What follows belongs to an exercise in optimizing a design on an open flow for small area; a production flow would make more cautious choices.
Function was checked by simulation only, so behaviour that the tests miss may differ from the original.
Power is estimated from default activity; no workload was simulated.

<file path="flow/flow/run.sh">
#!/bin/bash
# Standard ORFS layout with three changes: synthesis maps the logic with
# an area-oriented ABC script (flow/synth.abc) in place of ORFS's speed
# script (the registers come out as in the standard synthesis), the port
# buffers use the smallest buffer, and CTS builds its tree from clkbuf_4
# without dummy loads.
set -euo pipefail
export BUFFER_PORTS_ARGS="-buffer_cell sky130_fd_sc_hd__buf_1"
export CTS_ARGS="-sink_clustering_enable -repair_clock_nets -dont_use_dummy_load -buf_list sky130_fd_sc_hd__clkbuf_16"
export MY_ABC_SCRIPT=$PWD/flow/synth.abc
# synth_recipe.tcl with ORFS's ABC script swapped for flow/synth.abc
{
  head -n 1 synth_recipe.tcl
  cat flow/abc_override.tcl
  tail -n +2 synth_recipe.tcl
} > my_synth.tcl
sed -e "s#$PWD/synth_recipe.tcl#$PWD/my_synth.tcl#g" standard.sh > my_standard.sh
grep -q my_synth.tcl my_standard.sh
bash my_standard.sh finish > standard_flow.log 2>&1
</file>
<file path="flow/standard.sh">
#!/bin/bash
# synth_recipe.tcl (not shown) runs the flow's synth.tcl, then flattens the netlist and writes it again
# the make line also repeats each setting of config.mk as NAME=value (left out here)
make -C /OpenROAD-flow-scripts/flow DESIGN_CONFIG=/design/flow/config.mk WORK_HOME=/design/flow/orfs CLKGATE_MAP_FILE= SYNTH_SCRIPT=/design/flow/synth_recipe.tcl "${@:-finish}"
</file>
<file path="flow/config.mk">
export PLATFORM = sky130hd
export DESIGN_NAME = ALUUnit
export DESIGN_NICKNAME = ALUUnit
export VERILOG_FILES = /design/flow/design.v
export SDC_FILE = /design/flow/constraint.sdc
export NUM_CORES = 4
export LEC_CHECK = 0
export CAP_MARGIN = 20
export CORE_MARGIN = 2
export CORE_UTILIZATION = 40
export SLEW_MARGIN = 20
</file>
<file path="flow/flow/abc_override.tcl">
proc abc {args} {
  set i [lsearch -exact $args -script]
  if { $i >= 0 } { lset args [expr {$i + 1}] $::env(MY_ABC_SCRIPT) }
  yosys abc {*}$args
}
</file>
<file path="flow/design.v">
module ALUControl(operation, ALUOp, ff);
	input [1:0] ALUOp;
	input [5:0] ff;
	output [2:0] operation;
	assign operation[0] = ALUOp[1] & (ff[0] | ff[3]);
	assign operation[1] = ~ALUOp[1] | ~ff[2];
	assign operation[2] = (ALUOp[1] & ff[1]) | ALUOp[0];
endmodule
module ALU32Bit(zero, carryOut, result, a, b, op);
	input [31:0] a, b;
	input [2:0] op;
	output [31:0] result;
	output zero, carryOut;
	wire sub = op[2];
	wire [31:0] bx = b ^ {32{sub}};
	wire [31:0] g = a & bx;
	wire [31:0] p = a ^ bx;
	wire G0_0 = g[0] | (p[0] & sub);
	wire G1_1 = g[1] | (p[1] & G0_0);
	wire G1_3 = g[3] | (p[3] & g[2]);
	wire P1_3 = p[3] & p[2];
	wire G1_5 = g[5] | (p[5] & g[4]);
	wire P1_5 = p[5] & p[4];
	wire G1_7 = g[7] | (p[7] & g[6]);
	wire P1_7 = p[7] & p[6];
	wire G1_9 = g[9] | (p[9] & g[8]);
	wire P1_9 = p[9] & p[8];
	wire G1_11 = g[11] | (p[11] & g[10]);
	wire P1_11 = p[11] & p[10];
	wire G1_13 = g[13] | (p[13] & g[12]);
	wire P1_13 = p[13] & p[12];
	wire G1_15 = g[15] | (p[15] & g[14]);
	wire P1_15 = p[15] & p[14];
	wire G1_17 = g[17] | (p[17] & g[16]);
	wire P1_17 = p[17] & p[16];
	wire G1_19 = g[19] | (p[19] & g[18]);
	wire P1_19 = p[19] & p[18];
	wire G1_21 = g[21] | (p[21] & g[20]);
	wire P1_21 = p[21] & p[20];
	wire G1_23 = g[23] | (p[23] & g[22]);
	wire P1_23 = p[23] & p[22];
	wire G1_25 = g[25] | (p[25] & g[24]);
	wire P1_25 = p[25] & p[24];
	wire G1_27 = g[27] | (p[27] & g[26]);
	wire P1_27 = p[27] & p[26];
	wire G1_29 = g[29] | (p[29] & g[28]);
	wire P1_29 = p[29] & p[28];
	wire G1_31 = g[31] | (p[31] & g[30]);
	wire P1_31 = p[31] & p[30];
	wire G2_3 = G1_3 | (P1_3 & G1_1);
	wire G2_7 = G1_7 | (P1_7 & G1_5);
	wire P2_7 = P1_7 & P1_5;
	wire G2_11 = G1_11 | (P1_11 & G1_9);
	wire P2_11 = P1_11 & P1_9;
	wire G2_15 = G1_15 | (P1_15 & G1_13);
	wire P2_15 = P1_15 & P1_13;
	wire G2_19 = G1_19 | (P1_19 & G1_17);
	wire P2_19 = P1_19 & P1_17;
	wire G2_23 = G1_23 | (P1_23 & G1_21);
	wire P2_23 = P1_23 & P1_21;
	wire G2_27 = G1_27 | (P1_27 & G1_25);
	wire P2_27 = P1_27 & P1_25;
	wire G2_31 = G1_31 | (P1_31 & G1_29);
	wire P2_31 = P1_31 & P1_29;
	wire G3_7 = G2_7 | (P2_7 & G2_3);
	wire G3_15 = G2_15 | (P2_15 & G2_11);
	wire P3_15 = P2_15 & P2_11;
	wire G3_23 = G2_23 | (P2_23 & G2_19);
	wire P3_23 = P2_23 & P2_19;
	wire G3_31 = G2_31 | (P2_31 & G2_27);
	wire P3_31 = P2_31 & P2_27;
	wire G4_15 = G3_15 | (P3_15 & G3_7);
	wire G4_31 = G3_31 | (P3_31 & G3_23);
	wire P4_31 = P3_31 & P3_23;
	wire G5_31 = G4_31 | (P4_31 & G4_15);
	wire G6_23 = G3_23 | (P3_23 & G4_15);
	wire G7_11 = G2_11 | (P2_11 & G3_7);
	wire G7_19 = G2_19 | (P2_19 & G4_15);
	wire G7_27 = G2_27 | (P2_27 & G6_23);
	wire G8_5 = G1_5 | (P1_5 & G2_3);
	wire G8_9 = G1_9 | (P1_9 & G3_7);
	wire G8_13 = G1_13 | (P1_13 & G7_11);
	wire G8_17 = G1_17 | (P1_17 & G4_15);
	wire G8_21 = G1_21 | (P1_21 & G7_19);
	wire G8_25 = G1_25 | (P1_25 & G6_23);
	wire G8_29 = G1_29 | (P1_29 & G7_27);
	wire G9_2 = g[2] | (p[2] & G1_1);
	wire G9_4 = g[4] | (p[4] & G2_3);
	wire G9_6 = g[6] | (p[6] & G8_5);
	wire G9_8 = g[8] | (p[8] & G3_7);
	wire G9_10 = g[10] | (p[10] & G8_9);
	wire G9_12 = g[12] | (p[12] & G7_11);
	wire G9_14 = g[14] | (p[14] & G8_13);
	wire G9_16 = g[16] | (p[16] & G4_15);
	wire G9_18 = g[18] | (p[18] & G8_17);
	wire G9_20 = g[20] | (p[20] & G7_19);
	wire G9_22 = g[22] | (p[22] & G8_21);
	wire G9_24 = g[24] | (p[24] & G6_23);
	wire G9_26 = g[26] | (p[26] & G8_25);
	wire G9_28 = g[28] | (p[28] & G7_27);
	wire G9_30 = g[30] | (p[30] & G8_29);
	wire [32:0] c;
	assign c[0] = sub;
	assign c[1] = G0_0;
	assign c[2] = G1_1;
	assign c[3] = G9_2;
	assign c[4] = G2_3;
	assign c[5] = G9_4;
	assign c[6] = G8_5;
	assign c[7] = G9_6;
	assign c[8] = G3_7;
	assign c[9] = G9_8;
	assign c[10] = G8_9;
	assign c[11] = G9_10;
	assign c[12] = G7_11;
	assign c[13] = G9_12;
	assign c[14] = G8_13;
	assign c[15] = G9_14;
	assign c[16] = G4_15;
	assign c[17] = G9_16;
	assign c[18] = G8_17;
	assign c[19] = G9_18;
	assign c[20] = G7_19;
	assign c[21] = G9_20;
	assign c[22] = G8_21;
	assign c[23] = G9_22;
	assign c[24] = G6_23;
	assign c[25] = G9_24;
	assign c[26] = G8_25;
	assign c[27] = G9_26;
	assign c[28] = G7_27;
	assign c[29] = G9_28;
	assign c[30] = G8_29;
	assign c[31] = G9_30;
	assign c[32] = G5_31;
	wire [31:0] s = p ^ c[31:0];
	wire cout = c[32];
	wire logic_op = ~op[1] & ~op[2];
	wire arith = op[1] & ~op[0];
	wire slt = op[2] & op[1] & op[0];
	wire ep = arith | (logic_op & op[0]);
	assign result = (({32{ep}} & p) ^ (({32{arith}} & c[31:0]) | ({32{logic_op}} & g)))
		| {31'b0, slt & ~cout};
	assign carryOut = arith & (cout ^ sub);
	assign zero = ~|result;
endmodule
module ALUUnit(clock, ALUOp, funct, a, b, result, zero, carryOut);
	input clock;
	input [1:0] ALUOp;
	input [5:0] funct;
	input [31:0] a, b;
	output reg [31:0] result;
	output zero;
	output reg carryOut;
	wire [2:0] operation;
	wire [31:0] aluResult;
	wire aluZero, aluCarry;
	reg [31:0] resultQ;
	reg carryQ;
	ALUControl ctl(operation, ALUOp, funct);
	ALU32Bit alu(aluZero, aluCarry, aluResult, a, b, operation);
	always @(posedge clock)
	begin
		resultQ <= aluResult;
		if (operation == 3'd2 || operation == 3'd6)
			carryQ <= aluCarry;
		result <= resultQ;
		carryOut <= carryQ;
	end
	assign zero = ~|result;
endmodule
</file>
<file path="flow/constraint.sdc">
create_clock -name core_clock -period 5.0 [get_ports {clock}]
set_input_delay 1.0000 -clock core_clock [delete_from_list [all_inputs] [get_ports {clock}]]
set_output_delay 1.0000 -clock core_clock [all_outputs]
set_load 0.01 [all_outputs]
</file>
<file path="flow/flow/synth.abc">
&get -n
&st
&dch
&nf -R 1000 -p -E 100
&put
</file>
==> results of run 1 <==
==> area by class of cell <==
class	instances	area (um2)	area share (%)
clock buffer	9	225	5.67
inverter	3	11.3	0.283
multi-input combinational	247	1830	46.0
sequential	66	1330	33.5
tap	102	128	3.21
timing repair buffer	112	450	11.3
==> per-stage QoR <==
step / worst slack [ps] / std cells / power, mW / util, % / hold slack (ps)
2_1_floorplan: 58.4 / 316 / 1.04 / - / 310
3_3_place_gp: -41.9 / 530 / 1.19 / 48.7 / 310
3_5_place_dp: -104 / 530 / 1.20 / 48.7 / 312
4_1_cts: 174 / 539 / 1.70 / 51.6 / 317
5_1_grt: 63.1 / 539 / 1.79 / 51.7 / 322
6_report: 307 / 539 / 1.68 / 51.7 / 316
==> kinds of logic after synthesis <==
| logic type | Yosys count |
|---|---|
| flip-flops | 66 |
| AO/OA/AOI/OAI | 69 |
| adder cells (fa/ha/maj) | 32 |
| AND/OR/NAND/NOR | 81 |
| multiplexers | 1 |
| XOR/XNOR | 64 |
| buffers and inverters | 3 |
==> how the worst max path moves through the flow <==
stage                  start           to  slack, ps  cells past startpoint
floorplan           ALUOp[1]  resultQ[31]         60                     15
global placement    ALUOp[1]  resultQ[31]        -40                     18
detailed placement  ALUOp[1]  resultQ[31]       -100                     18
CTS                 ALUOp[1]  resultQ[31]        170                     18
global route        ALUOp[1]  resultQ[31]         60                     18
finish              ALUOp[1]  resultQ[31]        310                     18
==> cell usage in the layout, fill, tap and decap left out, drive strengths merged <==
master and instances:
o31a 1, and3 1, nor4 10, clkinv 3
xor2 31, ha 32, nand4 6, edfxtp 1
xnor2 33, buf 112, nor3 2, a22oi 2
a221oi 1, a21oi 23, nand3 4, o21ai 11
dfxtp 65, and2 3, o22ai 1, o2111ai 1
a31oi 3, a222oi 15, a2111oi 1, a21o 6
nand2 41, mux2 1, nor2 13, clkbuf 9
and4 1, a211oi 4
==> power by group through the flow <==
stage	clock network (mW)	logic, mW	registers [mW]
after detailed placement	0	0.440	0.758
after global placement	0	0.435	0.755
after global routing	0.530	0.498	0.759
final	0.494	0.442	0.746
after floorplan	0	0.255	0.781
after CTS	0.509	0.443	0.749
==> sequential cells by signal, summed over array words and instances, names as in the netlist <==
name      count
carryOut      1
resultQ      32
result       32
carryQ        1
==> worst max-delay path, delay by kind of cell <==
kind | cells | cell delay (ps)
fa+ha+maj | 1 | 290
compound gates | 6 | 1890
simple gates | 5 | 690
xor+xnor | 2 | 330
buf+inv | 4 | 720
==> routing by layer <==
layer	share of wire (%)	vias up	routed length (um)	GRT usage, %
met3	6.1	14	436	2.44
met4	2.1	0	150	8.95
met2	48	98	3390	28.0
met1	44	1289	3160	21.2
met5	0	-	0	0
li1	-	1404	-	-
==> impl_metrics.env, run 1 <==
export IMPL_htreeDepth=3
export IMPL_r2r_start="carryQ"
export IMPL_synthAdderAreaFrac_pct=12.7
export IMPL_dr_pass1_iters=8
export IMPL_die_w_um=92.8
export IMPL_outcome="no timing/DRC/antenna violations"
export IMPL_antennaDiodeCount=0
export IMPL_setup_viol=0
export IMPL_r2r_end="carryOut"
export IMPL_grt_max_degree=34
export IMPL_critPathCaptureType="flop"
export IMPL_powerDensity_mw_per_mm2=423
export IMPL_synth_edf_count=1
export IMPL_maxCapViolCount=0
export IMPL_synth_top_cells_by_count="65 x dfxtp_1, 41 x nand2_1, 33 x xnor2_1"
export IMPL_synthSimpleGateAreaFrac_pct=11.6
export IMPL_rsz0062_at_grt="false"
export IMPL_synth_xor_area_share_pct=17.8
export IMPL_internal_power_mw=1.19
export IMPL_num_vias=2805
export IMPL_die_h_um=92.8
export IMPL_hpwl_um=5340
export IMPL_clock_latency_ps=310
export IMPL_holdPathEnd="result[19]"
export IMPL_dieArea_mm2=0.00861
export IMPL_cts_resized=0
export IMPL_clock_fmax_ghz=0.213
export IMPL_wl_per_cell_um=13.2
export IMPL_cts_max_path_buffers=2
export IMPL_cts_tree="done"
export IMPL_p_leak_nw=1.54
export IMPL_slew_limit_headroom_pct=53.4
export IMPL_synth_most_common_cell="dfxtp_1"
export IMPL_required_ps=5230
export IMPL_gp_congestion=0.857
export IMPL_yosys_warnings=1
export IMPL_design_area_mm2=0.00398
export IMPL_criticalPathCategory="primary input to flop"
export IMPL_crit_top_cell="buf_4"
export IMPL_syn_nets=421
export IMPL_pwr_share_seq_pct=44.3
export IMPL_cts_buffers=9
export IMPL_sw_frac_of_total_pct=29.4
export IMPL_start_kind="primary input"
export IMPL_min_path_type="flop to flop"
export IMPL_min_period_over_period_pct=93.9
export IMPL_clockRootBuffer="clkbuf_16"
export IMPL_min_from="resultQ[19]"
export IMPL_overflow=0
export IMPL_grt_pass1_wl_um=11700
export IMPL_power_frac_comb_pct=26.3
export IMPL_cts_setup_buffers=0
export IMPL_ys_flop_type="dfxtp_1"
export IMPL_synthArstFlopShare_pct=0
export IMPL_core_mm2=0.00769
export IMPL_synthMuxAreaShare_pct=0.357
export IMPL_start_util_pct=41.0
export IMPL_tightest_slew_ps=695
export IMPL_whs_path_depth=0
export IMPL_yosysSeqAreaShare_pct=42.2
export IMPL_cp_arrival_ps=4930
export IMPL_regToRegSetupSlack_ps=4530
export IMPL_hold_viol=0
export IMPL_max_stage_delay_ps=410
export IMPL_ys_ff_latch=66
export IMPL_drc_errors=0
export IMPL_clkSinkCount=66
export IMPL_synth_top_area_share_pct=41.3
export IMPL_cp_max_fo=7
export IMPL_final_nets=544
export IMPL_synth_avg_cell_area_um2=9.97
export IMPL_finalSetupTns_ps=0
export IMPL_drive_gt1_share_pct=4.58
export IMPL_syn_to_final_growth_pct=26.1
export IMPL_crit_chain="buf_1, a21oi_4, buf_4, xnor2_1, ha_1, and4_1, a221oi_1, buf_4, nor3_1, a2111oi_0, buf_4, nor4_1, nor4_2, o21ai_0, a31oi_1, nor2_1, a222oi_1, xor2_1"
export IMPL_synth_compound_area_share_pct=14.9
export IMPL_rr_worst_depth=0
export IMPL_antenna_found_initial=0
export IMPL_grt_pass1_vias=2688
export IMPL_port_buffers=104
export IMPL_power_switching_mw=0.495
export IMPL_detail_route_antenna_nets=0
export IMPL_drt_initial_drc_count=188
export IMPL_cp_slowest_cell="a2111oi_0"
export IMPL_max_vdd_ir_drop_v=0.000154
export IMPL_synth_area_leaders="dfxtp_1 41%, ha_1 13%, xnor2_1 9.2%"
export IMPL_vias_per_cell=5.20
export IMPL_period_needed_ps=4690
export IMPL_rows=32
export IMPL_skew_ps=9.07
export IMPL_power_share_clock_pct=29.4
export IMPL_syn_area_mm2=0.00315
export IMPL_place_area_mm2=0.00374
export IMPL_io_pins=107
export IMPL_clk_pin_slew_ps=50
export IMPL_fillers=773
export IMPL_postCtsHoldBufs=0
export IMPL_synth_top_family_by_area="XOR/XNOR gates"
export IMPL_synth_cell_type_count=28
export IMPL_postSynthCellCount=316
export IMPL_synth_top_area_cell="dfxtp_1"
export IMPL_drv_slew=0
export IMPL_grt_usage_pct=16.9
export IMPL_drt_total_wl_um=7140
==> run 2, diff against run 1 <==
--- a/flow/flow/run.sh
+++ b/flow/flow/run.sh
@@ -6,7 +6,7 @@
 # without dummy loads.
 set -euo pipefail
 export BUFFER_PORTS_ARGS="-buffer_cell sky130_fd_sc_hd__buf_1"
-export CTS_ARGS="-sink_clustering_enable -repair_clock_nets -dont_use_dummy_load -buf_list sky130_fd_sc_hd__clkbuf_16"
+export CTS_ARGS="-sink_clustering_enable -repair_clock_nets -dont_use_dummy_load -buf_list {sky130_fd_sc_hd__clkbuf_2 sky130_fd_sc_hd__clkbuf_4 sky130_fd_sc_hd__clkbuf_8}"
 export MY_ABC_SCRIPT=$PWD/flow/synth.abc
 # synth_recipe.tcl with ORFS's ABC script swapped for flow/synth.abc
 {
==> run 2 against run 1 <==
Sequential cell count unchanged. Global-route usage increased by 0.12 points. Total power fell by 10%. Synthesized cell count did not move. Sequential share of layout area increased by 0.88 points.
==> impl_metrics.env, run 2 <==
export IMPL_drt_initial_drc_count=186
export IMPL_drt_total_wl_um=7190
export IMPL_required_ps=5250
export IMPL_dr_pass1_iters=7
export IMPL_die_h_um=92.8
export IMPL_dp_cells=530
export IMPL_synth_edf_count=1
export IMPL_gp_congestion=0.857
export IMPL_synth_top_area_share_pct=41.3
export IMPL_drv_slew=0
export IMPL_min_period_over_period_pct=93.5
export IMPL_synth_top_cells_by_count="65 x dfxtp_1, 41 x nand2_1, 33 x xnor2_1"
export IMPL_final_core_util_pct=50.4
export IMPL_synth_area_leaders="dfxtp_1 41%, ha_1 13%, xnor2_1 9.2%"
export IMPL_cts_max_path_buffers=2
export IMPL_whs_path_depth=0
export IMPL_postCtsHoldBufs=0
export IMPL_start_kind="primary input"
export IMPL_clockRootBuffer="clkbuf_8"
export IMPL_synthArstFlopShare_pct=0
export IMPL_startpoint="ALUOp[1]"
export IMPL_rows=32
export IMPL_r2r_end="carryOut"
export IMPL_skew_ps=11.1
export IMPL_synth_most_common_cell="dfxtp_1"
export IMPL_synth_avg_cell_area_um2=9.97
export IMPL_max_vdd_ir_drop_v=0.000118
export IMPL_htreeDepth=3
export IMPL_power_switching_mw=0.478
export IMPL_internal_power_mw=1.03
export IMPL_critPathCaptureType="flop"
export IMPL_tightest_slew_ps=677
export IMPL_period_needed_ps=4670
export IMPL_maxCapViolCount=0
export IMPL_sw_frac_of_total_pct=31.6
export IMPL_fillers=786
export IMPL_antennaDiodeCount=0
export IMPL_cts_buffers=9
export IMPL_min_from="resultQ[19]"
export IMPL_num_vias=2800
export IMPL_syn_area_mm2=0.00315
export IMPL_clk_pin_slew_ps=60
export IMPL_cts_resized=0
export IMPL_syn_to_final_growth_pct=22.9
export IMPL_setup_viol=0
export IMPL_grt_max_degree=34
export IMPL_antenna_found_initial=0
export IMPL_vias_per_cell=5.19
export IMPL_final_cells=539
export IMPL_power_frac_comb_pct=29.3
export IMPL_yosys_warnings=1
export IMPL_synth_cell_type_count=28
export IMPL_grt_pass1_wl_um=11700
export IMPL_die_w_um=92.8
export IMPL_cts_tree="done"
export IMPL_rsz0062_at_grt="false"
export IMPL_cp_max_fo=7
export IMPL_finalSetupTns_ps=0
export IMPL_io_pins=107
export IMPL_overflow=0
export IMPL_drive_gt1_share_pct=4.58
export IMPL_reg_top3="resultQ (32), result (32)"
export IMPL_synth_top_area_cell="dfxtp_1"
export IMPL_mostFrequentLayoutCells="104 x buf_1, 65 x dfxtp_1, 40 x nand2_1, 33 x xnor2_1, 32 x ha_1"
export IMPL_regToRegSetupSlack_ps=4530
export IMPL_cp_arrival_ps=4920
export IMPL_start_util_pct=41.0
export IMPL_syn_nets=421
export IMPL_wl_per_cell_um=13.3
export IMPL_ys_flop_type="dfxtp_1"
export IMPL_detail_route_antenna_nets=0
export IMPL_postSynthCellCount=316
export IMPL_holdPathEnd="result[19]"
export IMPL_rr_worst_depth=0
export IMPL_hold_viol=0
export IMPL_drc_errors=0
export IMPL_final_nets=544
export IMPL_outcome="no timing/DRC/antenna violations"
export IMPL_grt_pass1_vias=2669
export IMPL_clock_fmax_ghz=0.214
export IMPL_ys_ff_latch=66
export IMPL_min_path_type="flop to flop"
export IMPL_clkSinkCount=66
export IMPL_criticalPathCategory="primary input to flop"
export IMPL_dieArea_mm2=0.00861
export IMPL_hpwl_um=5340
export IMPL_port_buffers=104
export IMPL_r2r_start="carryQ"
export IMPL_final_common_cell="buf_1"
export IMPL_yosysSeqAreaShare_pct=42.2
export IMPL_core_mm2=0.00769
export IMPL_grt_usage_pct=17.0
export IMPL_cts_setup_buffers=0
export IMPL_power_share_clock_pct=21.4
export IMPL_powerDensity_mw_per_mm2=390
export IMPL_slew_limit_headroom_pct=54.6
export IMPL_pwr_share_seq_pct=49.3
export IMPL_clock_latency_ps=320
export IMPL_p_leak_nw=1.49
export IMPL_hold_slack_ps=313
-- run 2: cell type report --
| type | instances | area [um2] | area share, % |
|---|---|---|---|
| repair buffers | 112 | 450 | 11.6 |
| multi-input cells | 247 | 1830 | 47.2 |
| flip-flops and latches | 66 | 1330 | 34.4 |
| clock buffers | 9 | 124 | 3.20 |
| well taps | 102 | 128 | 3.29 |
| inverters | 3 | 11.3 | 0.291 |
-- run 2: worst max-delay path by stage --
stage | to | slack [ps] | cells after the start
2_1_floorplan | resultQ[31] | 60 | 15
3_3_place_gp | resultQ[31] | -40 | 18
3_5_place_dp | resultQ[31] | -100 | 18
4_1_cts | resultQ[31] | 210 | 18
5_1_grt | resultQ[31] | 70 | 18
6_report | resultQ[31] | 330 | 18
-- run 2: worst max-delay path, cell delays in order --
cell and delay (ps):
buf_1 120, a21oi_4 290, buf_4 230, xnor2_1 130, ha_1 290, and4_1 190, a221oi_1 300, buf_4 180
nor3_1 40, a2111oi_0 410, buf_4 190, nor4_1 50, nor4_2 300, o21ai_0 190, a31oi_1 280, nor2_1 100
a222oi_1 400, xor2_1 200
-- run 2: power by group through the flow --
stage | clock network (mW) | logic, mW | registers (mW)
finish | 0.323 | 0.442 | 0.744
global route | 0.357 | 0.498 | 0.758
CTS | 0.334 | 0.443 | 0.747
detailed placement | 0 | 0.440 | 0.758
global placement | 0 | 0.435 | 0.755
floorplan | 0 | 0.255 | 0.781
-- run 2: metrics by stage --
step / area, um2 / total power [mW] / worst slack (ps)
2_1_floorplan: 3160 / 1.04 / 58.4
3_5_place_dp: 3740 / 1.20 / -104
5_1_grt: 3870 / 1.61 / 67.0
6_report: 3870 / 1.51 / 326
4_1_cts: 3860 / 1.52 / 209
3_3_place_gp: 3740 / 1.19 / -41.9
-- run 2: cell families after synthesis --
logic type / Yosys count / share of synthesized area [%]
AOI/OAI and AO/OA: 69 / 14.9
buffers and inverters: 3 / 0.357
xor gates and xnor gates: 64 / 17.8
and+or+nand+nor: 81 / 11.6
DFF: 66 / 42.2
muxes: 1 / 0.357
adders and majority gates: 32 / 12.7
-- run 2: per-layer routing --
layer | GRT usage, % | share of wire [%] | vias to the layer above
met5 | 0 | 0 | -
met4 | 9.31 | 2.8 | 0
met3 | 2.93 | 5.6 | 19
met2 | 28.0 | 47 | 103
met1 | 21.1 | 45 | 1270
li1 | - | - | 1408
==> run 3, diff against run 2 <==
--- a/flow/flow/run.sh
+++ b/flow/flow/run.sh
@@ -6,7 +6,7 @@
 # without dummy loads.
 set -euo pipefail
 export BUFFER_PORTS_ARGS="-buffer_cell sky130_fd_sc_hd__buf_1"
-export CTS_ARGS="-sink_clustering_enable -repair_clock_nets -dont_use_dummy_load -buf_list {sky130_fd_sc_hd__clkbuf_2 sky130_fd_sc_hd__clkbuf_4 sky130_fd_sc_hd__clkbuf_8}"
+export CTS_ARGS="-repair_clock_nets -dont_use_dummy_load -buf_list sky130_fd_sc_hd__clkbuf_8 -sink_clustering_enable -sink_clustering_size 30 -sink_clustering_max_diameter 400 -sink_clustering_levels 2"
 export MY_ABC_SCRIPT=$PWD/flow/synth.abc
 # synth_recipe.tcl with ORFS's ABC script swapped for flow/synth.abc
 {
==> run 3 against run 2 <==
Synthesized area did not move. Global-route usage stayed put. Clock power about the same. Synthesized cell count did not move. Critical endpoint unchanged. Setup slack unchanged. Still clean on timing, DRC and antenna. Total power stayed put.
==> impl_metrics.env, run 3 <==
export IMPL_syn_area_mm2=0.00315
export IMPL_startpoint="ALUOp[1]"
export IMPL_worst_slack_ps=326
export IMPL_powerDensity_mw_per_mm2=390
export IMPL_reg_top3="resultQ (32), result (32)"
export IMPL_clockRootBuffer="clkbuf_8"
export IMPL_synthAdderAreaFrac_pct=12.7
export IMPL_antennaDiodeCount=0
export IMPL_dr_pass1_iters=7
export IMPL_synthArstFlopShare_pct=0
export IMPL_setup_viol=0
export IMPL_vias_per_cell=5.19
export IMPL_syn_nets=421
export IMPL_die_h_um=92.8
export IMPL_hold_viol=0
export IMPL_postSynthCellCount=316
export IMPL_p_leak_nw=1.49
export IMPL_required_ps=5250
export IMPL_drt_total_wl_um=7190
export IMPL_htreeDepth=3
export IMPL_drt_initial_drc_count=186
export IMPL_grt_usage_pct=17.0
export IMPL_yosys_warnings=1
export IMPL_drv_slew=0
export IMPL_r2r_end="carryOut"
export IMPL_grt_max_degree=34
export IMPL_slew_limit_headroom_pct=54.6
export IMPL_cts_setup_buffers=0
export IMPL_synth_cell_type_count=28
export IMPL_power_mw=1.51
export IMPL_start_kind="primary input"
export IMPL_synth_xor_area_share_pct=17.8
export IMPL_synthMuxAreaShare_pct=0.357
export IMPL_rows=32
export IMPL_io_pins=107
export IMPL_max_vdd_ir_drop_v=0.000118
export IMPL_hpwl_um=5340
export IMPL_dieArea_mm2=0.00861
export IMPL_gp_congestion=0.857
export IMPL_synthSimpleGateAreaFrac_pct=11.6
export IMPL_yosysSeqAreaShare_pct=42.2
export IMPL_die_w_um=92.8
export IMPL_critPathCaptureType="flop"
export IMPL_num_vias=2800
export IMPL_synth_area_leaders="dfxtp_1 41%, ha_1 13%, xnor2_1 9.2%"
export IMPL_clkSinkCount=66
export IMPL_grt_pass1_wl_um=11700
export IMPL_synth_top_area_cell="dfxtp_1"
export IMPL_tightest_slew_ps=677
export IMPL_synth_top_cells_by_count="65 x dfxtp_1, 41 x nand2_1, 33 x xnor2_1"
export IMPL_final_core_util_pct=50.4
export IMPL_synth_edf_count=1
export IMPL_synth_top_family_by_area="XOR/XNOR gates"
export IMPL_drc_errors=0
export IMPL_rsz0062_at_grt="false"
export IMPL_clock_fmax_ghz=0.214
export IMPL_cp_arrival_ps=4920
export IMPL_synth_most_common_cell="dfxtp_1"
export IMPL_min_from="resultQ[19]"
export IMPL_detail_route_antenna_nets=0
export IMPL_cts_buffers=9
export IMPL_maxCapViolCount=0
export IMPL_drive_gt1_share_pct=4.58
export IMPL_ys_flop_type="dfxtp_1"
export IMPL_wl_per_cell_um=13.3
export IMPL_grt_pass1_vias=2669
export IMPL_rr_worst_depth=0
export IMPL_postCtsHoldBufs=0
export IMPL_synth_top_area_share_pct=41.3
export IMPL_synth_avg_cell_area_um2=9.97
export IMPL_min_path_type="flop to flop"
export IMPL_antenna_found_initial=0
export IMPL_whs_path_depth=0
export IMPL_outcome="no timing/DRC/antenna violations"
export IMPL_criticalPathCategory="primary input to flop"
export IMPL_dp_cells=530
export IMPL_core_mm2=0.00769
export IMPL_mostFrequentLayoutCells="104 x buf_1, 65 x dfxtp_1, 40 x nand2_1, 33 x xnor2_1, 32 x ha_1"
export IMPL_overflow=0
export IMPL_cts_max_path_buffers=2
export IMPL_port_buffers=104
export IMPL_period_needed_ps=4670
export IMPL_final_common_cell="buf_1"
export IMPL_synth_compound_area_share_pct=14.9
export IMPL_final_nets=544
export IMPL_clk_pin_slew_ps=60
export IMPL_preCtsSetupSlack_ps=-104
export IMPL_cts_tree="done"
export IMPL_ys_ff_latch=66
export IMPL_final_cells=539
export IMPL_regToRegSetupSlack_ps=4530
export IMPL_clock_latency_ps=320
export IMPL_syn_to_final_growth_pct=22.9
export IMPL_skew_ps=11.1
export IMPL_start_util_pct=41.0
export IMPL_r2r_start="carryQ"
export IMPL_cp_max_fo=7
export IMPL_min_period_over_period_pct=93.5
export IMPL_cts_resized=0
export IMPL_holdPathEnd="result[19]"
-- run 3: kinds of logic after synthesis --
family / after synthesis
flip-flops: 66
multiplexers: 1
XOR/XNOR: 64
AND/OR/NAND/NOR: 81
AO/OA/AOI/OAI: 69
adder cells (fa/ha/maj): 32
buffers and inverters: 3
-- run 3: worst max-delay path, stage by stage --
cell	delay [ps]
buf_1	120
a21oi_4	290
buf_4	230
xnor2_1	130
ha_1	290
and4_1	190
a221oi_1	300
buf_4	180
nor3_1	40
a2111oi_0	410
buf_4	190
nor4_1	50
nor4_2	300
o21ai_0	190
a31oi_1	280
nor2_1	100
a222oi_1	400
xor2_1	200
-- run 3: layout make-up --
type / instances / area (um2)
clock buffer: 9 / 124
fill: 786 / 3810
inverter: 3 / 11.3
multi-input combinational: 247 / 1830
sequential: 66 / 1330
tap: 102 / 128
timing repair buffer: 112 / 450
-- run 3: per-stage QoR --
step | hold slack [ps] | TNS [ps] | cell area (um2)
after floorplan | 310 | 0 | 3160
after global placement | 310 | -41.9 | 3740
after detailed placement | 312 | -104 | 3740
after CTS | 316 | 0 | 3860
after global routing | 321 | 0 | 3870
final | 313 | 0 | 3870
-- run 3: per-layer routing --
layer	track usage (%)	vias up	part of all wire, %
met1	21.1	1270	45
met5	0	-	0
met3	2.93	19	5.6
met2	28.0	103	47
li1	-	1408	-
met4	9.31	0	2.8
-- run 3: power by group --
part | switching [mW] | internal (mW) | leakage, nW
combinational | 0.256 | 0.186 | 0.867
clock | 0.163 | 0.160 | 0.0647
sequential | 0.0581 | 0.686 | 0.557
-- run 3: how the worst max path moves through the flow --
stage | endpoint | slack (ps)
floorplan | resultQ[31] | 60
global placement | resultQ[31] | -40
detailed placement | resultQ[31] | -100
CTS | resultQ[31] | 210
global route | resultQ[31] | 70
finish | resultQ[31] | 330
==> run 4, diff against run 3 <==
--- a/flow/design.v
+++ b/flow/design.v
@@ -138,9 +138,10 @@
 	wire logic_op = ~op[1] & ~op[2];
 	wire arith = op[1] & ~op[0];
 	wire slt = op[2] & op[1] & op[0];
-	wire ep = arith | (logic_op & op[0]);
-	assign result = (({32{ep}} & p) ^ (({32{arith}} & c[31:0]) | ({32{logic_op}} & g)))
-		| {31'b0, slt & ~cout};
+	wire or_op = logic_op & op[0];
+	wire z = ~arith & ~or_op;
+	wire [31:0] y = ({32{arith}} & c[31:0]) | ({32{logic_op}} & g) | ({32{z}} & p);
+	assign result = (p ^ y) | {31'b0, slt & ~cout};
 	assign carryOut = arith & (cout ^ sub);
 	assign zero = ~|result;
 endmodule
--- a/flow/flow/run.sh
+++ b/flow/flow/run.sh
@@ -6,7 +6,7 @@
 # without dummy loads.
 set -euo pipefail
 export BUFFER_PORTS_ARGS="-buffer_cell sky130_fd_sc_hd__buf_1"
-export CTS_ARGS="-repair_clock_nets -dont_use_dummy_load -buf_list sky130_fd_sc_hd__clkbuf_8 -sink_clustering_enable -sink_clustering_size 30 -sink_clustering_max_diameter 400 -sink_clustering_levels 2"
+export CTS_ARGS="-sink_clustering_enable -repair_clock_nets -dont_use_dummy_load -buf_list sky130_fd_sc_hd__clkbuf_4"
 export MY_ABC_SCRIPT=$PWD/flow/synth.abc
 # synth_recipe.tcl with ORFS's ABC script swapped for flow/synth.abc
 {
==> flow/flow/synth.abc (replaced) <==
&get -n
&st
&dch 
&nf -R 1000 -p -E 100
&put
==> run 4 against run 3 <==
Clock-buffer cell count is the same. Register-to-register slack barely moved. Sequential power decreased by 0.5%. Sequential cell count did not move. First-iteration DRC count decreased by 28%. Synthesized cell count fell by 2.8%. Via count fell by 0.21%. Worst hold slack better by 11 ps. Critical path type unchanged. Largest power group unchanged. Highest routed layer unchanged.
==> impl_metrics.env, run 4 <==
export IMPL_outcome="no timing/DRC/antenna violations"
export IMPL_clock_latency_ps=380
export IMPL_die_h_um=92.7
export IMPL_min_from="resultQ[2]"
export IMPL_start_kind="primary input"
export IMPL_holdPathEnd="result[2]"
export IMPL_hpwl_um=5540
export IMPL_finalSetupTns_ps=0
export IMPL_min_path_type="flop to flop"
export IMPL_regToRegSetupSlack_ps=4530
export IMPL_clockRootBuffer="clkbuf_4"
export IMPL_vias_per_cell=5.26
export IMPL_period_needed_ps=4590
export IMPL_drt_total_wl_um=7220
export IMPL_grt_pass1_vias=2553
export IMPL_crit_top_cell="o21ai_0"
export IMPL_p_leak_nw=1.40
export IMPL_gp_congestion=0.812
export IMPL_start_util_pct=40.9
export IMPL_synth_top_area_share_pct=41.4
export IMPL_design_area_mm2=0.00384
export IMPL_io_pins=107
export IMPL_synthArstFlopShare_pct=0
export IMPL_cp_slowest_cell="a221oi_2"
export IMPL_worst_slack_ps=409
export IMPL_max_stage_delay_ps=420
export IMPL_required_ps=5310
export IMPL_preCtsSetupSlack_ps=-22.2
export IMPL_overflow=0
export IMPL_mostFrequentLayoutCells="104 x buf_1, 65 x dfxtp_1, 47 x xnor2_1, 32 x ha_1, 29 x o21ai_0"
export IMPL_syn_area_mm2=0.00315
export IMPL_clk_pin_slew_ps=70
export IMPL_route_met2_wl_um=3410
export IMPL_cts_max_path_buffers=2
export IMPL_wl_met3_um=507
export IMPL_critPathCaptureType="flop"
export IMPL_syn_nets=412
export IMPL_clkSinkCount=66
export IMPL_final_core_util_pct=50.0
export IMPL_hold_slack_ps=324
export IMPL_clock_fmax_ghz=0.218
export IMPL_synth_top_area_cell="dfxtp_1"
export IMPL_port_buffers=104
export IMPL_antennaDiodeCount=0
export IMPL_num_vias=2794
export IMPL_drc_errors=0
export IMPL_synth_cell_type_count=25
export IMPL_synth_avg_cell_area_um2=10.3
export IMPL_grt_usage_pct=16.9
export IMPL_rr_worst_depth=0
export IMPL_synth_edf_count=1
export IMPL_crit_chain="buf_1, a21oi_4, xnor2_1, ha_1, a21oi_1, o21ai_0, a221oi_2, nor3_1, a2111oi_2, nor4_1, nor4_1, o21ai_0, a31oi_1, nor2_1, a222oi_1, nand3b_1, o21ai_0"
export IMPL_ys_flop_type="dfxtp_1"
export IMPL_rsz0062_at_grt="false"
export IMPL_synth_most_common_cell="dfxtp_1"
export IMPL_dr_pass1_iters=6
export IMPL_final_common_cell="buf_1"
export IMPL_maxCapViolCount=0
export IMPL_cp_max_fo=5
export IMPL_grt_max_degree=33
export IMPL_multi_input_area_mm2=0.00184
export IMPL_postSynthCellCount=307
export IMPL_wl_per_cell_um=13.6
export IMPL_antenna_found_initial=0
export IMPL_reg_top3="resultQ (32), result (32)"
export IMPL_criticalPathCategory="primary input to flop"
export IMPL_drv_slew=0
export IMPL_slew_limit_headroom_pct=51.1
export IMPL_die_w_um=92.7
export IMPL_detail_route_antenna_nets=0
export IMPL_synth_area_leaders="dfxtp_1 41%, xnor2_1 13%, ha_1 13%"
export IMPL_hold_viol=0
export IMPL_tightest_slew_ps=729
export IMPL_htreeDepth=3
export IMPL_dieArea_mm2=0.00859
export IMPL_cts_buffers=9
export IMPL_grt_pass1_wl_um=11300
export IMPL_setup_viol=0
export IMPL_fillers=780
export IMPL_powerDensity_mw_per_mm2=376
export IMPL_core_mm2=0.00769
export IMPL_cts_tree="done"
export IMPL_whs_path_depth=0
export IMPL_cp_arrival_ps=4900
export IMPL_skew_ps=15.3
export IMPL_drive_gt1_share_pct=5.36
export IMPL_seq_area_mm2=0.00133
export IMPL_ys_ff_latch=66
export IMPL_place_area_mm2=0.00377
export IMPL_r2r_start="carryQ"
export IMPL_r2r_end="carryOut"
export IMPL_synth_top_cells_by_count="65 x dfxtp_1, 47 x xnor2_1, 32 x ha_1"
export IMPL_syn_to_final_growth_pct=22.1
export IMPL_yosysSeqAreaShare_pct=42.3
export IMPL_yosys_warnings=1
export IMPL_min_period_over_period_pct=91.8
export IMPL_drt_initial_drc_count=133
export IMPL_wl_met1_um=3240
export IMPL_max_vdd_ir_drop_v=0.000112
export IMPL_rows=32
export IMPL_maxUsedRoutingLayer="met4"
export IMPL_final_nets=536
run 4: layout make-up:
cell class                 count  area share, %
timing repair buffer         113           12.2
clock buffer                   9           1.76
tap                          102           3.32
multi-input combinational    240           47.9
inverter                       1         0.0977
sequential                    66           34.6
run 4: critical path, delay by kind of cell:
family / cells / cell delay (ps)
AOI/OAI and AO/OA: 9 / 2460
xor gates and xnor gates: 1 / 170
adders and majority gates: 1 / 290
buffers and inverters: 1 / 110
and+or+nand+nor: 5 / 870
run 4: stage by stage:
stage               std cells  power, mW
finish                    531       1.44
global placement          522       1.21
floorplan                 307       1.06
detailed placement        522       1.22
CTS                       531       1.45
global route              531       1.55
run 4: cell families (layout without fill, tap and decap cells):
kind of cell | count (synthesis) | count (layout) | share of synthesized area, %
xor gates and xnor gates | 47 | 47 | 13.1
and+or+nand+nor | 70 | 70 | 12.1
AOI/OAI and AO/OA | 90 | 90 | 19.3
muxes | 1 | 1 | 0.358
buffers and inverters | 1 | 123 | 0.119
DFF | 66 | 66 | 42.3
adders and majority gates | 32 | 32 | 12.7
run 4: worst max-delay path by stage:
| stage | to | cells past startpoint | startpoint |
|---|---|---|---|
| global route | resultQ[31] | 17 | ALUOp[1] |
| finish | resultQ[31] | 17 | ALUOp[1] |
| floorplan | resultQ[31] | 16 | ALUOp[1] |
| global placement | resultQ[31] | 18 | ALUOp[1] |
| CTS | resultQ[31] | 17 | ALUOp[1] |
| detailed placement | resultQ[31] | 18 | ALUOp[1] |
run 4: repair_timing:
item,4_1_cts,5_1_grt
buffers inserted,0,0
setup endpoints to repair,0,1
hold buffers,0,0
endpoints found under the hold margin,0,0
resized for setup,0,1
run 4: where the power goes:
group | internal [mW] | total [mW] | switching, mW
clock | 0.0833 | 0.231 | 0.148
sequential | 0.684 | 0.740 | 0.0553
combinational | 0.204 | 0.473 | 0.269
run 4: per-layer routing:
layer / GRT usage, % / vias up
li1: - / 1439
met5: 0 / -
met1: 20.7 / 1247
met4: 5.64 / 0
met3: 5.13 / 4
met2: 28.4 / 104
==> run 5, diff against run 4 <==
==> flow/flow/synth.abc (replaced) <==
&get -n
&st
&dch
&nf -R 0 -p -E 100
&st
&dch
&nf -R 0 -p -E 100
&put
==> run 5 against run 4 <==
Global-route usage grew 0.94 points. Clock-buffer cell count unchanged. Synthesized cell count rose by 4.9%. Still clean on timing, DRC and antenna. Clock power up 5%. First-iteration DRC count fell by 15%. Clock skew rose by 2.8 ps. Non-clock buffer count is 3 lower. Largest power group unchanged. Total power decreased by 5.8%. Register-to-register slack hardly changed.
==> impl_metrics.env, run 5 <==
export IMPL_cp_max_fo=11
export IMPL_min_path_type="flop to flop"
export IMPL_fillers=775
export IMPL_die_w_um=93.2
export IMPL_vias_per_cell=5.28
export IMPL_outcome="no timing/DRC/antenna violations"
export IMPL_drt_total_wl_um=7560
export IMPL_ys_ff_latch=66
export IMPL_start_util_pct=41.1
export IMPL_syn_nets=427
export IMPL_dr_pass1_iters=5
export IMPL_finalSetupTns_ps=0
export IMPL_synth_area_leaders="dfxtp_1 41%, ha_1 13%, xnor2_1 8.8%"
export IMPL_drv_slew=0
export IMPL_clkSinkCount=66
export IMPL_design_area_mm2=0.00384
export IMPL_cts_tree="done"
export IMPL_io_pins=107
export IMPL_synth_top_cells_by_count="65 x dfxtp_1, 32 x ha_1, 32 x xnor2_1"
export IMPL_reg_top3="resultQ (32), result (32)"
export IMPL_place_area_mm2=0.00378
export IMPL_antennaDiodeCount=0
export IMPL_drive_gt1_share_pct=3.85
export IMPL_cts_max_path_buffers=2
export IMPL_tightest_slew_ps=651
export IMPL_synth_top_area_share_pct=40.9
export IMPL_synth_top_family_by_area="compound AO/OA/AOI/OAI gates"
export IMPL_powerDensity_mw_per_mm2=354
export IMPL_synthSimpleGateAreaFrac_pct=11.1
export IMPL_synth_most_common_cell="dfxtp_1"
export IMPL_skew_ps=18.2
export IMPL_criticalPathCategory="primary input to flop"
export IMPL_critPathCaptureType="flop"
export IMPL_postSynthCellCount=322
export IMPL_syn_area_mm2=0.00318
export IMPL_core_mm2=0.00773
export IMPL_hpwl_um=5810
export IMPL_drt_initial_drc_count=113
export IMPL_drc_errors=0
export IMPL_synth_top_area_cell="dfxtp_1"
export IMPL_syn_to_final_growth_pct=20.9
export IMPL_synth_compound_area_share_pct=20.2
export IMPL_cts_buffers=9
export IMPL_num_vias=2865
export IMPL_p_leak_nw=1.54
export IMPL_cts_resized=0
export IMPL_clock_fmax_ghz=0.235
export IMPL_cts_setup_buffers=0
export IMPL_synthAdderAreaFrac_pct=12.6
export IMPL_maxCapViolCount=0
export IMPL_min_period_over_period_pct=85.1
export IMPL_final_cells=543
export IMPL_ys_flop_type="dfxtp_1"
export IMPL_detail_route_antenna_nets=0
export IMPL_clock_latency_ps=390
export IMPL_required_ps=5100
export IMPL_port_buffers=104
export IMPL_hold_viol=0
export IMPL_mostFrequentLayoutCells="104 x buf_1, 65 x dfxtp_1, 32 x xnor2_1, 32 x ha_1, 29 x nand2_1"
export IMPL_clockRootBuffer="clkbuf_4"
export IMPL_slew_limit_headroom_pct=56.5
export IMPL_dieArea_mm2=0.00868
export IMPL_grt_pass1_wl_um=12100
export IMPL_start_kind="primary input"
export IMPL_cp_arrival_ps=4360
export IMPL_synth_edf_count=1
export IMPL_grt_pass1_vias=2708
export IMPL_synthMuxAreaShare_pct=4.41
export IMPL_grt_max_degree=33
export IMPL_synthArstFlopShare_pct=0
export IMPL_setup_viol=0
export IMPL_power_mw=1.36
export IMPL_overflow=0
export IMPL_clk_pin_slew_ps=110
export IMPL_postCtsHoldBufs=0
export IMPL_rsz0062_at_grt="false"
export IMPL_synth_xor_area_share_pct=8.82
export IMPL_period_needed_ps=4250
export IMPL_die_h_um=93.2
export IMPL_yosys_warnings=1
export IMPL_final_nets=548
export IMPL_antenna_found_initial=0
export IMPL_yosysSeqAreaShare_pct=41.9
export IMPL_max_vdd_ir_drop_v=0.000128
export IMPL_gp_congestion=0.839
export IMPL_final_common_cell="buf_1"
export IMPL_dp_cells=534
export IMPL_synth_cell_type_count=32
export IMPL_rows=32
export IMPL_htreeDepth=3
export IMPL_wl_per_cell_um=13.9
export IMPL_synth_avg_cell_area_um2=9.87
export IMPL_grt_usage_pct=17.9
[run 5: cell types whose count changed in the layout (fill, tap and decap cells not counted), moves of 7 or more]
| cell | before | now |
|---|---|---|
| nand2_1 | 11 | 29 |
| nand3b_1 | 16 | 0 |
| xnor2_1 | 47 | 32 |
| mux2i_1 | 0 | 14 |
| nand3_1 | 3 | 17 |
| a221oi_1 | 10 | 2 |
| clkinv_1 | 1 | 8 |
| nor2_1 | 17 | 10 |
[run 5: stage by stage]
step	setup slack (ps)	util [%]	hold WS (ps)
2_1_floorplan	148	-	310
3_3_place_gp	416	48.5	311
3_5_place_dp	388	48.9	312
4_1_cts	782	49.7	328
5_1_grt	420	49.7	337
6_report	746	49.7	318
[run 5: logic make-up after synthesis]
logic type | after synthesis
flops | 66
buf+inv | 8
compound gates | 94
mux | 14
xor+xnor | 32
simple gates | 76
fa+ha+maj | 32
[run 5: path summary, 6_finish.rpt]
path / start / endpoint / slack (ps) / cells after the start
worst max-delay path: ALUOp[1] / carryQ / 750 / 13
worst min-delay path: resultQ[20] / result[20] / 320 / 0
worst max register to register: carryQ / carryOut / 4530 / 0
worst min register to register: resultQ[20] / result[20] / 320 / 0
[run 5: metal layers]
metal  vias to the layer above  GRT usage (%)  share of wire (%)
li1                       1464              -                  -
met1                      1297           22.3                 47
met2                        91           29.5                 46
met3                        13           3.79                5.0
met4                         0           8.33                1.8
met5                         -              0                  0
[run 5: power breakdown]
part / switching [mW] / internal [mW] / total [mW] / leakage [nW]
clock network: 0.159 / 0.0836 / 0.243 / 0.0414
logic: 0.249 / 0.181 / 0.431 / 0.944
registers: 0.0425 / 0.644 / 0.686 / 0.554
[run 5: area by class of cell]
type / instances / area [um2] / share of cell area, %
Multi-Input combinational cell: 248 / 1830 / 47.7
Clock buffer: 9 / 67.6 / 1.76
Timing Repair Buffer: 110 / 455 / 11.8
Inverter: 8 / 30.0 / 0.781
Sequential cell: 66 / 1330 / 34.6
Tap cell: 102 / 128 / 3.32
[run 5: worst max-delay path: stages]
cell and delay, ps:
buf_1 160, a21oi_4 450, xnor2_1 130, ha_1 320, a31oi_1 100, o21a_1 220, o21a_1 230, o31a_1 350
o31ai_1 450, a221oi_1 200, o21ai_0 430, a31o_1 240, a211oi_1 70
==> run 6, diff against run 5 <==
==> flow/flow/synth.abc (replaced) <==
&get -n
&st
&dch
&nf -R 0 -p -E 100
&put
==> run 6 against run 5 <==
Still clean. Die area is 0.97% lower. Combinational power is 7.7% higher. Routed wire length is 0.49% lower. Critical path depth stayed put. Sequential cell count stayed put. Total power is 5.5% higher. Via count is 1.0% lower.
==> impl_metrics.env, run 6 <==
export IMPL_outcome="no timing/DRC/antenna violations"
export IMPL_power_switching_mw=0.475
export IMPL_setup_viol=0
export IMPL_reg_top3="resultQ (32), result (32)"
export IMPL_cp_max_fo=6
export IMPL_tightest_slew_ps=731
export IMPL_dr_pass1_iters=4
export IMPL_hold_viol=0
export IMPL_maxCapViolCount=0
export IMPL_synthAdderAreaFrac_pct=12.7
export IMPL_synth_top_family_by_area="compound AO/OA/AOI/OAI gates"
export IMPL_synth_top_area_share_pct=41.4
export IMPL_drt_initial_drc_count=128
export IMPL_slew_limit_headroom_pct=51.3
export IMPL_cts_max_path_buffers=2
export IMPL_synth_compound_area_share_pct=20.6
export IMPL_syn_area_mm2=0.00315
export IMPL_criticalPathCategory="primary input to flop"
export IMPL_synthArstFlopShare_pct=0
export IMPL_synth_edf_count=1
export IMPL_vias_per_cell=5.34
export IMPL_whs_path_depth=0
export IMPL_start_util_pct=40.9
export IMPL_cp_arrival_ps=4380
export IMPL_power_frac_comb_pct=32.4
export IMPL_grt_pass1_vias=2674
export IMPL_dieArea_mm2=0.00859
export IMPL_period_needed_ps=4170
export IMPL_rsz0062_at_grt="false"
export IMPL_final_cells=531
export IMPL_drv_slew=0
export IMPL_dp_cells=522
export IMPL_final_nets=536
export IMPL_power_share_clock_pct=16.7
export IMPL_gp_congestion=0.838
export IMPL_drc_errors=0
export IMPL_num_vias=2835
export IMPL_rows=32
export IMPL_syn_nets=415
export IMPL_drive_gt1_share_pct=3.96
export IMPL_synth_xor_area_share_pct=12.5
export IMPL_internal_power_mw=0.960
export IMPL_synth_top_area_cell="dfxtp_1"
export IMPL_synthMuxAreaShare_pct=1.27
export IMPL_synthSimpleGateAreaFrac_pct=10.5
export IMPL_sw_frac_of_total_pct=33.1
export IMPL_place_area_mm2=0.00372
export IMPL_cts_tree="done"
export IMPL_antenna_found_initial=0
export IMPL_design_area_mm2=0.00379
export IMPL_start_kind="primary input"
export IMPL_postSynthCellCount=310
export IMPL_power_mw=1.43
export IMPL_io_pins=107
export IMPL_clockRootBuffer="clkbuf_4"
export IMPL_grt_max_degree=35
export IMPL_powerDensity_mw_per_mm2=378
export IMPL_critPathCaptureType="flop"
export IMPL_yosys_warnings=1
export IMPL_min_path_type="flop to flop"
export IMPL_clkSinkCount=66
export IMPL_min_period_over_period_pct=83.5
export IMPL_antennaDiodeCount=0
export IMPL_synth_avg_cell_area_um2=10.2
export IMPL_cts_setup_buffers=0
export IMPL_cts_resized=0
export IMPL_grt_usage_pct=18.0
export IMPL_synth_top_cells_by_count="65 x dfxtp_1, 45 x xnor2_1, 32 x ha_1"
export IMPL_pwr_share_seq_pct=50.9
export IMPL_synth_most_common_cell="dfxtp_1"
export IMPL_clock_fmax_ghz=0.240
export IMPL_crit_top_cell="o31a_1"
export IMPL_crit_chain="buf_1, a21oi_4, xnor2_1, ha_1, a31oi_1, o21ai_0, a221oi_1, o31a_1, o31a_1, o31a_1, o31ai_1, nor2_1, a211oi_1"
export IMPL_ys_ff_latch=66
export IMPL_detail_route_antenna_nets=0
export IMPL_core_mm2=0.00769
export IMPL_grt_pass1_wl_um=12100
export IMPL_max_vdd_ir_drop_v=0.0000992
export IMPL_htreeDepth=3
export IMPL_port_buffers=104
export IMPL_overflow=0
export IMPL_finalSetupTns_ps=0
export IMPL_required_ps=5200
export IMPL_drt_total_wl_um=7520
export IMPL_final_common_cell="buf_1"
export IMPL_synth_area_leaders="dfxtp_1 41%, ha_1 13%, xnor2_1 13%"
export IMPL_rr_worst_depth=0
export IMPL_syn_to_final_growth_pct=20.5
export IMPL_cp_slowest_cell="o21ai_0"
export IMPL_clk_pin_slew_ps=110
export IMPL_die_w_um=92.7
export IMPL_postCtsHoldBufs=0
export IMPL_hpwl_um=5660
export IMPL_synth_cell_type_count=30
export IMPL_cts_buffers=9
export IMPL_wl_per_cell_um=14.2
export IMPL_ys_flop_type="dfxtp_1"
export IMPL_p_leak_nw=1.42
export IMPL_die_h_um=92.7
export IMPL_yosysSeqAreaShare_pct=42.3
export IMPL_mostFrequentLayoutCells="104 x buf_1, 65 x dfxtp_1, 45 x xnor2_1, 32 x ha_1, 24 x o21ai_0"
export IMPL_max_stage_delay_ps=420
export IMPL_skew_ps=34.8
export IMPL_hold_slack_ps=291
export IMPL_clock_latency_ps=400
==> run 6: cell count changes after synthesis, moves of 5 or more <==
cell      before  now
a21o_1        12    7
a32oi_1        6    0
mux2i_1       14    4
clkinv_1       8    1
nor2_1        11   19
a221oi_1       2   10
nand2_1       29   14
xnor2_1       32   45
==> run 6: cell type report <==
class                           count  area (um2)
Inverter                            1        3.75
Timing Repair Buffer              110         435
Tap cell                          102         128
Clock buffer                        9        67.6
Multi-Input combinational cell    243        1830
Sequential cell                    66        1330
Fill cell                         789        3900
==> run 6: final timing paths <==
path	startpoint	end	slack, ps
max	ALUOp[1]	carryQ	830
min	resultQ[20]	result[20]	290
max reg2reg	carryQ	carryOut	4530
min reg2reg	resultQ[20]	result[20]	290
==> run 6: logic make-up after synthesis <==
group	Yosys count
xor gates and xnor gates	45
AOI/OAI and AO/OA	93
DFF	66
and+or+nand+nor	69
buffers and inverters	1
adders and majority gates	32
muxes	4
==> run 6: metal layers <==
metal | part of all wire [%] | vias up | global-route usage [%] | wire length, um
li1 | - | 1442 | - | -
met1 | 43 | 1261 | 21.9 | 3240
met2 | 47 | 114 | 29.9 | 3570
met3 | 6.8 | 18 | 3.58 | 510
met4 | 2.8 | 0 | 10.0 | 210
met5 | 0 | - | 0 | 0
==> run 6: power by group through the flow <==
stage / Clock (mW) / Sequential (mW) / Combinational (mW)
after floorplan: 0 / 0.773 / 0.278
after global placement: 0 / 0.742 / 0.456
after detailed placement: 0 / 0.746 / 0.463
after CTS: 0.251 / 0.733 / 0.465
after global routing: 0.271 / 0.746 / 0.521
final: 0.240 / 0.731 / 0.464
==> run 6: stage by stage <==
step / util (%) / worst slack (ps)
after floorplan: - / 450
after global placement: 48.4 / 540
after detailed placement: 48.4 / 492
after CTS: 49.3 / 876
after global routing: 49.3 / 538
final: 49.3 / 827
==> run 6: worst max-delay path, delay by kind of cell <==
kind            cells  cell delay (ps)
compound gates      9             2580
fa+ha+maj           1              330
buf+inv             1              240
xor+xnor            1              140
simple gates        1               70
==> run 7, diff against run 6 <==
==> flow/flow/synth.abc (replaced) <==
&get -n
&st
&syn2
&dch
&nf -R 0 -p -E 100
&put
==> run 7 against run 6 <==
Highest routed layer unchanged. Total power shrank 0.78%. Final cell count increased by 7.2%. Largest power group unchanged. Setup slack got worse by 400 ps. First-iteration DRC count down 27%. Routed wire length rose by 11%. Critical path type unchanged. Design area up 4.4%. Clock skew decreased by 10 ps. Sequential power decreased by 3.8%.
==> impl_metrics.env, run 7 <==
export IMPL_r2r_start="carryQ"
export IMPL_criticalPathCategory="primary input to flop"
export IMPL_slew_limit_headroom_pct=38.8
export IMPL_yosysSeqAreaShare_pct=40.3
export IMPL_overflow=0
export IMPL_rr_worst_depth=0
export IMPL_skew_ps=24.5
export IMPL_cts_tree="done"
export IMPL_postSynthCellCount=344
export IMPL_regToRegSetupSlack_ps=4530
export IMPL_worst_slack_ps=425
export IMPL_min_period_over_period_pct=91.5
export IMPL_final_common_cell="buf_1"
export IMPL_clkSinkCount=66
export IMPL_die_w_um=94.9
export IMPL_syn_to_final_growth_pct=19.8
export IMPL_dieArea_mm2=0.00900
export IMPL_outcome="no timing/DRC/antenna violations"
export IMPL_synth_top_cells_by_count="65 x dfxtp_1, 34 x xnor2_1, 32 x a21oi_1, 32 x ha_1, 27 x o21ai_0"
export IMPL_rsz0062_at_grt="false"
export IMPL_startpoint="ALUOp[1]"
export IMPL_preCtsSetupSlack_ps=26.1
export IMPL_grt_pass1_wl_um=13200
export IMPL_rows=33
export IMPL_drt_initial_drc_count=94
export IMPL_start_util_pct=40.8
export IMPL_synth_most_common_cell="dfxtp_1"
export IMPL_ys_ff_latch=66
export IMPL_final_nets=571
export IMPL_powerDensity_mw_per_mm2=360
export IMPL_grt_pass1_vias=2900
export IMPL_vias_per_cell=5.36
export IMPL_postCtsHoldBufs=0
export IMPL_crit_path_end="carryQ"
export IMPL_syn_nets=449
export IMPL_min_path_type="flop to flop"
export IMPL_ys_flop_type="dfxtp_1"
export IMPL_synth_top_area_share_pct=39.4
export IMPL_start_kind="primary input"
export IMPL_setup_viol=0
export IMPL_power_mw=1.42
export IMPL_clock_latency_ps=400
export IMPL_path_buf_inv=2
export IMPL_num_vias=3050
export IMPL_drive_gt1_share_pct=3.88
export IMPL_drv_slew=0
export IMPL_synth_cell_type_count=40
export IMPL_die_h_um=94.9
export IMPL_cts_max_path_buffers=2
export IMPL_finalSetupTns_ps=0
export IMPL_drt_total_wl_um=8340
export IMPL_crit_chain="buf_1, a21oi_4, xnor2_1, ha_1, clkinv_1, o31a_1, o41ai_1, a31oi_1, nor4_1, nor2_1, o31ai_1, xnor2_1, nor2_1"
export IMPL_syn_area_mm2=0.00330
export IMPL_period_needed_ps=4570
export IMPL_core_mm2=0.00809
export IMPL_grt_usage_pct=18.9
export IMPL_drc_errors=0
export IMPL_r2r_end="carryOut"
export IMPL_hold_viol=0
export IMPL_maxCapViolCount=0
export IMPL_yosys_warnings=1
export IMPL_required_ps=5130
export IMPL_clockRootBuffer="clkbuf_4"
export IMPL_final_core_util_pct=48.9
export IMPL_dr_pass1_iters=4
export IMPL_hpwl_um=6170
export IMPL_synthArstFlopShare_pct=0
export IMPL_port_buffers=104
export IMPL_cp_top_family="compound AO/OA/AOI/OAI gates"
export IMPL_synth_area_leaders="dfxtp_1 39%, ha_1 12%, xnor2_1 9.0%"
export IMPL_cp_slowest_cell="o41ai_1"
export IMPL_cp_max_fo=5
export IMPL_max_vdd_ir_drop_v=0.000108
export IMPL_max_stage_delay_ps=750
export IMPL_antenna_found_initial=0
export IMPL_reg_top3="resultQ (32), result (32)"
export IMPL_htreeDepth=3
export IMPL_cts_buffers=9
export IMPL_cts_resized=0
export IMPL_synth_edf_count=1
export IMPL_cts_setup_buffers=0
export IMPL_p_leak_nw=1.55
export IMPL_fillers=825
export IMPL_path_depth=13
export IMPL_wl_per_cell_um=14.7
export IMPL_io_pins=107
export IMPL_grt_max_degree=33
export IMPL_synth_top_area_cell="dfxtp_1"
export IMPL_clk_pin_slew_ps=90
export IMPL_synth_avg_cell_area_um2=9.60
export IMPL_detail_route_antenna_nets=0
export IMPL_gp_congestion=0.803
export IMPL_tightest_slew_ps=906
export IMPL_clock_fmax_ghz=0.219
export IMPL_critPathCaptureType="flop"
export IMPL_antennaDiodeCount=0
export IMPL_mostFrequentLayoutCells="104 x buf_1, 65 x dfxtp_1, 34 x xnor2_1, 32 x ha_1, 31 x a21oi_1"
export IMPL_cp_arrival_ps=4710
-- run 7: changes by cell type after synthesis, moves of 8 or more --
cell	before	now
nand3_1	17	9
xnor2_1	45	34
a21o_1	7	16
a21oi_1	18	32
a222oi_1	14	6
-- run 7: cell type report --
class,count,area (um2),area share (%)
clock buffer,9,67.6,1.71
inverter,5,18.8,0.474
multi-input combinational,273,1970,49.7
sequential,66,1330,33.6
tap,105,131,3.32
timing repair buffer,111,443,11.2
-- run 7: worst min-delay path by stage --
stage / slack [ps] / startpoint / depth (start not counted) / end
final: 320 / resultQ[2] / 0 / result[2]
after global routing: 330 / resultQ[2] / 0 / result[2]
after CTS: 320 / resultQ[2] / 0 / result[2]
after detailed placement: 310 / resultQ[0] / 0 / result[0]
after global placement: 310 / resultQ[28] / 0 / result[28]
after floorplan: 310 / resultQ[0] / 0 / result[0]
-- run 7: through the flow --
step | instance area [um2] | cells | hold WS, ps
detailed placement | 3890 | 560 | 312
CTS | 3960 | 569 | 318
global placement | 3890 | 560 | 310
floorplan | 3310 | 344 | 310
finish | 3960 | 569 | 319
global route | 3960 | 569 | 330
-- run 7: report_power, final --
| group | switching (mW) | internal, mW |
|---|---|---|
| Combinational | 0.276 | 0.200 |
| Sequential | 0.0463 | 0.657 |
| Clock | 0.161 | 0.0836 |
-- run 7: cell families (layout without fill, tap and decap cells) --
logic type	Yosys count	in the layout	synth area share [%]
AOI/OAI and AO/OA	129	129	26.4
and+or+nand+nor	72	72	9.85
DFF	66	66	40.3
xor gates and xnor gates	35	35	9.28
buffers and inverters	5	125	0.568
adders and majority gates	32	32	12.1
muxes	5	5	1.52
-- run 7: metal layers --
| metal | vias up | global-route usage, % | routed length [um] |
|---|---|---|---|
| met4 | 0 | 10.1 | 187 |
| met3 | 14 | 3.11 | 508 |
| li1 | 1567 | - | - |
| met5 | - | 0 | 0 |
| met1 | 1364 | 23.9 | 3870 |
| met2 | 105 | 30.8 | 3770 |
==> run 8, diff against run 7 <==
==> flow/flow/synth.abc (replaced) <==
&get -n
&st
&dch -f
&nf -R 0 -p -E 100
&put
==> run 8 against run 7 <==
Still clean. Non-clock buffer count down 2. Register-to-register slack is essentially flat. Sequential power increased by 2.8%. Clock power down 5%. Critical path type unchanged. Critical endpoint is now resultQ[30]. Largest cell class unchanged. Largest power group unchanged.
==> impl_metrics.env, run 8 <==
export IMPL_outcome="no timing/DRC/antenna violations"
export IMPL_synthSimpleGateAreaFrac_pct=10.8
export IMPL_cts_max_path_buffers=2
export IMPL_antennaDiodeCount=0
export IMPL_synthMuxAreaShare_pct=0.956
export IMPL_tightest_slew_ps=946
export IMPL_criticalPathCategory="primary input to flop"
export IMPL_wl_per_cell_um=14.2
export IMPL_slew_limit_headroom_pct=36.9
export IMPL_preCtsSetupSlack_ps=447
export IMPL_synth_top_area_cell="dfxtp_1"
export IMPL_antenna_found_initial=0
export IMPL_top_usage_layer="met2"
export IMPL_final_common_cell="buf_1"
export IMPL_synth_avg_cell_area_um2=10.1
export IMPL_die_w_um=92.6
export IMPL_internal_power_mw=0.948
export IMPL_final_nets=536
export IMPL_min_period_over_period_pct=83.6
export IMPL_met3_usage_pct=2.52
export IMPL_maxCapViolCount=0
export IMPL_drv_slew=0
export IMPL_reg_top3="resultQ (32), result (32)"
export IMPL_postCtsHoldBufs=0
export IMPL_hpwl_um=5790
export IMPL_final_core_util_pct=49.2
export IMPL_pwr_share_seq_pct=51.3
export IMPL_io_pins=107
export IMPL_required_ps=5290
export IMPL_synth_compound_area_share_pct=21.3
export IMPL_cp_max_fo=15
export IMPL_synthAdderAreaFrac_pct=12.7
export IMPL_synth_edf_count=1
export IMPL_postSynthCellCount=311
export IMPL_syn_to_final_growth_pct=20.3
export IMPL_die_h_um=92.6
export IMPL_start_util_pct=40.9
export IMPL_design_area_mm2=0.00378
export IMPL_synth_top_family_by_area="compound AO/OA/AOI/OAI gates"
export IMPL_drt_total_wl_um=7560
export IMPL_synth_cell_type_count=30
export IMPL_syn_nets=416
export IMPL_grt_usage_pct=17.4
export IMPL_yosys_warnings=1
export IMPL_powerDensity_mw_per_mm2=373
export IMPL_cts_buffers=9
export IMPL_drt_initial_drc_count=119
export IMPL_synth_most_common_cell="dfxtp_1"
export IMPL_power_frac_comb_pct=32.3
export IMPL_ys_ff_latch=66
export IMPL_core_mm2=0.00769
export IMPL_drive_gt1_share_pct=3.73
export IMPL_synth_xor_area_share_pct=11.7
export IMPL_clk_pin_slew_ps=100
export IMPL_rsz0062_at_grt="false"
export IMPL_clock_latency_ps=390
export IMPL_hold_viol=0
export IMPL_synth_top_area_share_pct=41.4
export IMPL_setup_viol=0
export IMPL_htreeDepth=3
export IMPL_synth_top_cells_by_count="65 x dfxtp_1, 42 x xnor2_1, 32 x ha_1"
export IMPL_dr_pass1_iters=9
export IMPL_skew_ps=15.8
export IMPL_grt_util_met1_pct=20.7
export IMPL_drc_errors=0
export IMPL_clockRootBuffer="clkbuf_4"
export IMPL_cts_setup_buffers=0
export IMPL_hold_slack_ps=312
export IMPL_critPathCaptureType="flop"
export IMPL_synthArstFlopShare_pct=0
export IMPL_worst_slack_ps=819
## run 8: cell types whose count changed after synthesis, moves of 7 or more
cell and delta:
a21oi_1 -14, a222oi_1 +10, nand3_1 +10, a21o_1 -8, xnor2_1 +8, nand2_1 -7
## run 8: path summary, 6_finish.rpt
check              startpoint          end  slack [ps]  cells after the start
setup reg to reg       carryQ     carryOut        4520                      0
hold / removal    resultQ[27]   result[27]         310                      0
setup / recovery     ALUOp[1]  resultQ[30]         820                     15
hold reg to reg   resultQ[27]   result[27]         310                      0
## run 8: logic make-up after synthesis
family                   after synthesis
adder cells (fa/ha/maj)               32
multiplexers                           3
AND/OR/NAND/NOR                       71
flip-flops                            66
AO/OA/AOI/OAI                         96
buffers and inverters                  1
XOR/XNOR                              42
## run 8: critical path, stage by stage
cell	delay, ps
buf_1	160
a21oi_4	260
buf_4	310
xnor2_1	150
ha_1	300
a21o_1	200
a31oi_1	230
nor2_1	60
a2111oi_0	380
o31a_1	280
o31a_1	250
o31a_1	210
o21ai_0	110
a222oi_1	380
xnor2_1	160
## run 8: through the flow
stage	instances	power, mW
floorplan	311	1.04
global placement	522	1.18
detailed placement	522	1.19
CTS	531	1.42
global route	531	1.51
finish	531	1.41
## run 8: power by group through the flow
stage,logic (mW),clock network [mW],registers (mW)
floorplan,0.273,0,0.763
global placement,0.445,0,0.734
detailed placement,0.453,0,0.738
CTS,0.455,0.244,0.726
global route,0.508,0.261,0.739
finish,0.456,0.232,0.723
## run 8: final cells by class
| cell class | instances | area (um2) | share of cell area [%] |
|---|---|---|---|
| multi-input cells | 244 | 1820 | 48.2 |
| flip-flops and latches | 66 | 1330 | 35.2 |
| repair buffers | 109 | 428 | 11.3 |
| clock buffers | 9 | 67.6 | 1.79 |
| well taps | 102 | 128 | 3.38 |
| inverters | 1 | 3.75 | 0.0993 |
## run 8: per-layer routing
| metal | vias up | wire length, um |
|---|---|---|
| met5 | - | 0 |
| met4 | 0 | 219 |
| met3 | 21 | 415 |
| met2 | 111 | 3690 |
| met1 | 1312 | 3230 |
| li1 | 1449 | - |

Setup slack of run 8, layout unchanged: 0.819 ns with ideal ports, 0.827 ns with driving cells assumed (clock clkbuf_16, inputs buf_2), 0.426 ns with port delays also shifted by the 0.400 ns mid clock arrival.
